Source: an optimization exercise on an open RTL-to-GDS flow (aim: small area and a short achievable clock period). Production flows keep margins and buffers that such runs may drop. Only simulation tests tie the RTL to the original design; equivalence was not proved.

==> flow/design.v (excerpt) <==
module test_dsp #(parameter width_in1=26, parameter width_in2=14, parameter width_out=40) (
    input clk_i,
    input signed [width_in1:0] a_i,
    input signed [width_in2:0] b_i,
    input signed [width_out:0] pd_pattern1,
    output signed [width_out:0] c_o,
    output reg ones_o
);
Size: about 1,700 cells after synthesis, roughly 0.017 sq mm of cells after synthesis.
export LEC_CHECK = 0
export ABC_AREA = 1
export CAP_MARGIN = 20
export CORE_MARGIN = 2
export CORE_UTILIZATION = 60
export SETUP_SLACK_MARGIN = 3.2
export SLEW_MARGIN = 20
create_clock -name core_clock -period 6.5 [get_ports {clk_i}]
standard.sh (not shown) runs the stock make flow with config.mk's settings and CLKGATE_MAP_FILE= SYNTH_SCRIPT=/design/flow/synth_recipe.tcl, a recipe that flattens the netlist after the stock synthesis.
==> flow/flow/run.sh <==
#!/bin/bash
# Standard ORFS layout, with one extra step between synthesis and floorplan:
# flow/polarity.py removes the polarity inverters that Yosys's full-adder
# extraction leaves between adder cells (full adders are self-dual), and
# swaps gates for their complement cells where that saves an inverter.
# Registers and ports are untouched.
set -euo pipefail
cd "$(dirname "$0")/.."
W=$(pwd)
R=$W/orfs/results/${FLOW_PLATFORM}/test_dsp/base
LIB=${FLOW_HOME}/platforms/${FLOW_PLATFORM}/lib/sky130_fd_sc_hd__tt_025C_1v80.lib
# port buffers: a real buffer cell (buffer_ports otherwise picks a delay cell)
export BUFFER_PORTS_ARGS="-buffer_cell sky130_fd_sc_hd__buf_4"
bash standard.sh synth > "$W/run_synth.log" 2>&1
cp "$R/1_2_yosys.v" "$W/1_2_yosys.standard.v"
python3 flow/polarity.py "$LIB" "$W/1_2_yosys.standard.v" "$R/1_2_yosys.v" > "$W/run_polarity.log" 2>&1
rm -f "$R/1_synth.odb" "$R/1_synth.sdc"
bash standard.sh finish > "$W/run_layout.log" 2>&1
Other scripts of this flow, unchanged in this note and not shown: flow/flow/polarity.py
The baseline ran to the end with no violations.
Rerun with:
--- a/flow/flow/run.sh
+++ b/flow/flow/run.sh
@@ -12,3 +12,3 @@
 # port buffers: a real buffer cell (buffer_ports otherwise picks a delay cell)
-export BUFFER_PORTS_ARGS="-buffer_cell sky130_fd_sc_hd__buf_4"
+export BUFFER_PORTS_ARGS="-buffer_cell sky130_fd_sc_hd__buf_2"
 bash standard.sh synth > "$W/run_synth.log" 2>&1
--- a/flow/config.mk
+++ b/flow/config.mk
@@ -11,3 +11,4 @@
 export CORE_UTILIZATION = 60
-export SETUP_SLACK_MARGIN = 3.2
+export CTS_BUF_LIST = sky130_fd_sc_hd__clkbuf_4 sky130_fd_sc_hd__clkbuf_8
+export SETUP_SLACK_MARGIN = 3.0
 export SLEW_MARGIN = 20
After rerunning: The new run completed without violations. Final cell count went up by 0.46%. Utilization went down by 2.4 points. Design area went down by 3.5%.
Rerun with:
--- a/flow/flow/run.sh
+++ b/flow/flow/run.sh
@@ -11,4 +11,2 @@
 LIB=${FLOW_HOME}/platforms/${FLOW_PLATFORM}/lib/sky130_fd_sc_hd__tt_025C_1v80.lib
-# port buffers: a real buffer cell (buffer_ports otherwise picks a delay cell)
-export BUFFER_PORTS_ARGS="-buffer_cell sky130_fd_sc_hd__buf_2"
 bash standard.sh synth > "$W/run_synth.log" 2>&1
--- a/flow/config.mk
+++ b/flow/config.mk
@@ -11,3 +11,2 @@
 export CORE_UTILIZATION = 60
-export CTS_BUF_LIST = sky130_fd_sc_hd__clkbuf_4 sky130_fd_sc_hd__clkbuf_8
 export SETUP_SLACK_MARGIN = 3.0
After rerunning:
- cell area is higher by 4.3%
- setup slack got worse by 0.065 ns
- cell count is about the same
Rerun with:
--- a/flow/flow/run.sh
+++ b/flow/flow/run.sh
@@ -11,2 +11,4 @@
 LIB=${FLOW_HOME}/platforms/${FLOW_PLATFORM}/lib/sky130_fd_sc_hd__tt_025C_1v80.lib
+# port buffers: a real buffer cell (buffer_ports otherwise picks a delay cell)
+export BUFFER_PORTS_ARGS="-buffer_cell sky130_fd_sc_hd__buf_4"
 bash standard.sh synth > "$W/run_synth.log" 2>&1
The changed run produced a clean layout.
Clock skew grows by 0.0046 ns.
Die area stays the same.
Global-route usage hardly moves.
Cell area is lower by 3.0%.
Worst hold slack got worse by 0.0067 ns.
Flip-flop and latch count is unchanged.

---

Setup of run G:
Another version of the RTL of test_dsp (not shown whole).
For scale: ~130 I/O pins, roughly 0.016 sq mm of cells after synthesis.
clock: 6.5 ns
lec_check: 0
abc_area: 1
cap_margin: 20
core_margin: 2
core_utilization: 50
setup_slack_margin: 3.4
slew_margin: 20
==> flow/flow/run.sh <==
#!/bin/bash
# Standard ORFS layout, with one extra step between synthesis and floorplan:
# flow/polarity.py removes the polarity inverters that Yosys's full-adder
# extraction leaves between adder cells (full adders are self-dual), and
# swaps gates for their complement cells where that saves an inverter.
# Registers and ports are untouched.
set -euo pipefail
cd "$(dirname "$0")/.."
W=$(pwd)
R=$W/orfs/results/${FLOW_PLATFORM}/test_dsp/base
LIB=${FLOW_HOME}/platforms/${FLOW_PLATFORM}/lib/sky130_fd_sc_hd__tt_025C_1v80.lib
# port buffers: a real buffer cell (buffer_ports otherwise picks a delay cell)
export BUFFER_PORTS_ARGS="-buffer_cell sky130_fd_sc_hd__buf_2"
bash standard.sh synth > "$W/run_synth.log" 2>&1
cp "$R/1_2_yosys.v" "$W/1_2_yosys.standard.v"
python3 flow/polarity.py "$LIB" "$W/1_2_yosys.standard.v" "$R/1_2_yosys.v" > "$W/run_polarity.log" 2>&1
rm -f "$R/1_synth.odb" "$R/1_synth.sdc"
bash standard.sh finish > "$W/run_layout.log" 2>&1
Other scripts of this flow, unchanged in this note and not shown: flow/flow/polarity.py
### run G -> run X
- swapping 20 for 5 in CAP_MARGIN
- swapping 3.4 for 3.3 in SETUP_SLACK_MARGIN
- swapping 20 for 5 in SLEW_MARGIN
Of run G and run X, run X shows the lower total wirelength of the detailed-routed design, with run G above it.
From run G to run X the numbers moved as follows: final standard cell area without fillers decreased 2.5%, overall track demand over capacity in global routing shrank by 0.36 points, count of clock-net buffers in the final layout climbed 1.
Diff run G..run X | total I/O pin count | unchanged
The count of filler cells inserted in the layout in run X sits 39 above the value recorded for run G.
The higher met2 track demand over resource came out of run G.
In the reports for run G and run X, the smaller post-route non-filler standard cell count belongs to run X.

---

test_dsp again, from the RTL that the note above started with.
clock: 6.5 ns
lec_check: 0
abc_area: 1
cap_margin: 20
core_margin: 2
core_utilization: 50
setup_slack_margin: 3.3
slew_margin: 20
Scripts as last shown in full above: flow/flow/run.sh
Other scripts of this flow, unchanged in this note and not shown: flow/flow/polarity.py
Edit:
--- a/flow/config.mk
+++ b/flow/config.mk
@@ -7,4 +7,5 @@
 export LEC_CHECK = 0
 export ABC_AREA = 1
+export ABC_CLOCK_PERIOD_IN_PS = 2000
 export CAP_MARGIN = 20
 export CORE_MARGIN = 2
Sequential cell count stays the same; core utilization does not change; count of clock-buffer cells in the layout stays the same; worst setup slack stays the same.

---

test_dsp again, from the RTL that the note above started with.
Settings: LEC_CHECK=0, ABC_AREA=1, CAP_MARGIN=20, CORE_MARGIN=2, CORE_UTILIZATION=60, SETUP_SLACK_MARGIN=3.3, SLEW_MARGIN=20; clock period 6.5 ns.
Scripts as last shown in full above: flow/flow/run.sh
Other scripts of this flow, unchanged in this note and not shown: flow/flow/polarity.py
Then changed:
SETUP_SLACK_MARGIN = 3.4   (was 3.3)
The new run passed the timing, design-rule and antenna checks.
Sequential share of layout area went down by 0.38 points.
Cell area came out higher by 1.6%.
Area after synthesis stays the same.
Hold slack gets worse by 0.0071 ns.
Routed wire length climbs by 2.0%.
Via count increases by 0.46%.
Setup slack gains 0.087 ns.
Fmax went up by 2.8%.
Register-to-register slack is better by 0.03 ns.
Final cell count rose by 0.55%.

port drivers added, routing unchanged:
No port has a modelled driver above. Below, the same layouts with a new extraction and two added sets of constraints.
Step 1 (the two cells are an assumption about what drives the block):
set clk [get_ports {clk_i}]
set_driving_cell -lib_cell sky130_fd_sc_hd__clkbuf_16 $clk
set_driving_cell -lib_cell sky130_fd_sc_hd__buf_2 [delete_from_list [all_inputs] $clk]
Step 2 moves the port delays by t, midway between the first and last clock arrival at a register: inputs arrive t later, outputs are due t later. That takes back most of the time a late clock gives input paths.
Slacks: no drivers / after step 1 / after step 2; pairs: no drivers / after step 1.
| run | t, ns | setup WS [ns] | slew at the worst register clock pin (ns) | worst slew at a driven data input, ns |
|---|---|---|---|---|
| the first run of note 1 | 0.588 | 3.243 / 3.254 / 2.666 | 0.07 / 0.07 | 0.07 |
| the second run of note 1 | 0.586 | 3.050 / 3.078 / 2.492 | 0.07 / 0.07 | 0.04 |
| the third run of note 1 | 0.575 | 2.986 / 3.017 / 2.442 | 0.06 / 0.06 | 0.05 |
| the fourth run of note 1 | 0.588 | 3.117 / 3.119 / 2.541 | 0.07 / 0.07 | 0.05 |
| run G | 0.587 | 3.411 / 3.411 / 2.839 | 0.06 / 0.06 | 0.11 |
| run X | 0.585 | 3.363 / 3.361 / 2.775 | 0.06 / 0.06 | 0.07 |
| the first run of note 3 | 0.579 | 3.345 / 3.321 / 2.742 | 0.06 / 0.06 | 0.07 |
| the second run of note 3 | 0.579 | 3.345 / 3.321 / 2.742 | 0.06 / 0.06 | 0.07 |
| the first run of note 4 | 0.572 | 3.305 / 3.284 / 2.712 | 0.06 / 0.06 | 0.08 |
| the second run of note 4 | 0.579 | 3.392 / 3.392 / 2.834 | 0.06 / 0.06 | 0.09 |
After both steps every run listed still meets setup and hold.
